Context: an optimization exercise on an open-source flow, tuned for small area, a short achievable clock period and few clock cycles per item. The choices shown serve that exercise and are no tape-out recipe. Only simulation tests tie the RTL to the original design; equivalence was not proved.

==> module pt_exp, before the edit <==
module pt_exp(base,exponent,modulus,clk,rst,C,done,done_encrypt);
input wire[31:0] base;
input wire[31:0]exponent;
input wire[31:0]modulus;
input clk;
input rst;
output [31:0] C;
input done;
output done_encrypt;
reg [31:0] C;
reg done_encrypt;
localparam S_IDLE = 3'd0, S_INIT = 3'd1, S_DBL = 3'd2, S_PSQ = 3'd3,
           S_CONV = 3'd4, S_EXP = 3'd5;
reg [2:0]  st;
reg [4:0]  cnt;
reg [31:0] m;
reg [31:0] x;
reg [31:0] e;
wire [31:0] above;
assign above[31] = 1'b0;
genvar gi;
generate for (gi = 30; gi >= 0; gi = gi - 1) begin : g_above
	assign above[gi] = above[gi+1] | m[gi+1];
end endgenerate
wire [31:0] cpow = (~m & above) | 32'd1;
wire        dbl_last = m[5'd31 - cnt];
wire        use_c = (st == S_CONV) || (st == S_EXP && e[0]);
wire [31:0] A = use_c ? C : x;
wire [31:0] B = x;
wire [32:0] BM;          
wire [32:0] bmc;
assign bmc[0] = 1'b0;
generate for (gi = 0; gi < 32; gi = gi + 1) begin : g_bm
	assign BM[gi]    = B[gi] ^ m[gi] ^ bmc[gi];
	assign bmc[gi+1] = (B[gi] & m[gi]) | (B[gi] & bmc[gi]) | (m[gi] & bmc[gi]);
end endgenerate
assign BM[32] = bmc[32];
wire [32:0] Bx = {1'b0, B};
wire [32:0] Mx = {1'b0, m};
wire [32:0] S [0:32];
assign S[0] = 33'd0;
generate for (gi = 0; gi < 32; gi = gi + 1) begin : g_row
	wire        a  = A[gi];
	wire        q  = S[gi][0] ^ (a & B[0]);
	wire        s1 = a & ~q;    
	wire        s2 = ~a & q;    
	wire        s3 = a & q;     
	wire [33:0] T;
	wire [33:0] cy;
	assign cy[0] = 1'b0;
	genvar j;
	for (j = 0; j < 33; j = j + 1) begin : g_b
		wire xj = (s1 & Bx[j]) | (s2 & Mx[j]) | (s3 & BM[j]);
		assign {cy[j+1], T[j]} = S[gi][j] + xj + cy[j];
	end
	assign T[33] = cy[33];
	assign S[gi+1] = T[33:1];
end endgenerate
wire [32:0] Sf = S[32];
wire [32:0] D;
wire [33:0] dc;
wire [32:0] nMx = ~Mx;
assign dc[0] = 1'b1;
generate for (gi = 0; gi < 33; gi = gi + 1) begin : g_sub
	assign {dc[gi+1], D[gi]} = Sf[gi] + nMx[gi] + dc[gi];
end endgenerate
wire [31:0] P  = dc[33] ? D[31:0] : Sf[31:0];
always @(posedge clk)
begin
	m <= modulus;
	if (!rst) begin
		st <= S_IDLE;
		done_encrypt <= 1'b0;
	end else begin
		done_encrypt <= 1'b0;
		case (st)
		S_IDLE: begin
			x   <= base;
			e   <= exponent;
			if (done) st <= S_INIT;
		end
		S_INIT: begin
			C   <= x;
			x   <= {cpow[30:0], 1'b0};
			cnt <= 5'd1;
			st  <= m[31] ? S_PSQ : S_DBL;
			if (m[31]) cnt <= 5'd0;
		end
		S_DBL: begin
			x   <= {x[30:0], 1'b0};
			cnt <= cnt + 5'd1;
			if (dbl_last) begin
				cnt <= 5'd0;
				st  <= S_PSQ;
			end
		end
		S_PSQ: begin
			x   <= P;
			cnt <= cnt + 5'd1;
			if (cnt == 5'd4) st <= S_CONV;
		end
		S_CONV: begin
			x   <= P;
			C   <= 32'd1;
			st  <= S_EXP;
			if (e == 32'd0) begin
				done_encrypt <= 1'b1;
				st <= S_IDLE;
			end
		end
		S_EXP: begin
			if (e[0]) begin
				C    <= P;
				e[0] <= 1'b0;
				if (e[31:1] == 31'd0) begin
					done_encrypt <= 1'b1;
					st <= S_IDLE;
				end
			end else begin
				x <= P;
				e <= {1'b0, e[31:1]};
			end
		end
		default: st <= S_IDLE;
		endcase
	end
end
endmodule
==> flow/config.mk <==
export PLATFORM = sky130hd
export DESIGN_NAME = pt_exp
export DESIGN_NICKNAME = pt_exp
export VERILOG_FILES = /design/flow/design.v
export SDC_FILE = /design/flow/constraint.sdc
export NUM_CORES = 4
export LEC_CHECK = 0
export ABC_AREA = 1
export ABC_CLOCK_PERIOD_IN_PS = 100000
export CAP_MARGIN = 20
export CORE_MARGIN = 2
export CORE_UTILIZATION = 40
export SLEW_MARGIN = 20
==> flow/constraint.sdc <==
create_clock -name core_clock -period 600.0 [get_ports {clk}]
set_input_delay 120.0000 -clock core_clock [delete_from_list [all_inputs] [get_ports {clk}]]
set_output_delay 120.0000 -clock core_clock [all_outputs]
set_load 0.01 [all_outputs]
run.sh (not shown) runs the stock make flow with config.mk's settings and CLKGATE_MAP_FILE= SYNTH_SCRIPT=/design/flow/synth_recipe.tcl, a recipe that flattens the netlist after the stock synthesis.
Testbench counts at the start, summed over its fixed seeds: cycles 17,926, ops 320.
Change:
--- a/flow/design.v
+++ b/flow/design.v
@@ -36,36 +36,31 @@
 end endgenerate
 assign BM[32] = bmc[32];
 wire [32:0] Bx = {1'b0, B};
 wire [32:0] Mx = {1'b0, m};
-wire [32:0] S [0:32];
-assign S[0] = 33'd0;
+wire [32:0] ss [0:32];
+wire [32:0] sc [0:32];
+assign ss[0] = 33'd0;
+assign sc[0] = 33'd0;
 generate for (gi = 0; gi < 32; gi = gi + 1) begin : g_row
 	wire        a  = A[gi];
-	wire        q  = S[gi][0] ^ (a & B[0]);
-	wire        s1 = a & ~q;    
-	wire        s2 = ~a & q;    
-	wire        s3 = a & q;     
-	wire [33:0] T;
-	wire [33:0] cy;
-	assign cy[0] = 1'b0;
-	genvar j;
-	for (j = 0; j < 33; j = j + 1) begin : g_b
-		wire xj = (s1 & Bx[j]) | (s2 & Mx[j]) | (s3 & BM[j]);
-		assign {cy[j+1], T[j]} = S[gi][j] + xj + cy[j];
-	end
-	assign T[33] = cy[33];
-	assign S[gi+1] = T[33:1];
+	wire        q  = ss[gi][0] ^ sc[gi][0] ^ (a & B[0]);
+	reg  [32:0] X;
+	always @*
+		case ({a, q})
+		2'b10:   X = Bx;
+		2'b01:   X = Mx;
+		2'b11:   X = BM;
+		default: X = 33'd0;
+		endcase
+	wire [32:0] t  = ss[gi] ^ sc[gi] ^ X;                        
+	wire [32:0] cy = (ss[gi] & sc[gi]) | (ss[gi] & X) | (sc[gi] & X);
+	assign ss[gi+1] = {1'b0, t[32:1]};
+	assign sc[gi+1] = cy;
 end endgenerate
-wire [32:0] Sf = S[32];
-wire [32:0] D;
-wire [33:0] dc;
-wire [32:0] nMx = ~Mx;
-assign dc[0] = 1'b1;
-generate for (gi = 0; gi < 33; gi = gi + 1) begin : g_sub
-	assign {dc[gi+1], D[gi]} = Sf[gi] + nMx[gi] + dc[gi];
-end endgenerate
-wire [31:0] P  = dc[33] ? D[31:0] : Sf[31:0];
+wire [32:0] Sf = ss[32] + sc[32];
+wire [33:0] D  = {1'b0, Sf} - {2'b00, m};
+wire [31:0] P  = D[33] ? Sf[31:0] : D[31:0];
 always @(posedge clk)
 begin
 	m <= modulus;
 	if (!rst) begin
Fmax hardly moves.
Register-to-register slack gets better by 2.9 ns.
Design area climbs by 6.0%.
Synthesized area rises by 5.9%.
Die area came out higher by 5.8%.
Worst hold slack gains 0.025 ns.
Via count climbs by 11%.
Routed wire length went up by 21%.
Testbench counts after the change, summed over its fixed seeds: cycles 17,926, ops 320.

==> separate check: timing with driven ports <==
How much do the figures lean on ideal ports? The routed layouts below were timed once more, with nothing changed but the port constraints.
Step 1: set_driving_cell puts a clkbuf_16 on clk and a buf_2 on each other input, an assumption about the parent block.
Step 2 moves the port delays by t, midway between the first and last clock arrival at a register: inputs arrive t later, outputs are due t later. That takes back most of the time a late clock gives input paths.
Slacks: no drivers / after step 1 / after step 2; pairs: no drivers / after step 1.
run | t, ns | setup slack, ns | worst hold slack (ns) | clock arrival spread, ns
the first run | 0.530 | 478.386 / 478.409 / 477.880 | 0.548 / 0.548 / 0.548 | 0.025 / 0.025
the second run | 0.599 | 478.514 / 478.435 / 478.283 | 0.573 / 0.573 / 0.573 | 0.049 / 0.049
After both steps every run listed still meets setup and hold. The setup slack of the first run, which loses most, moves by +0.023 ns with the drivers and by -0.506 ns with both steps.
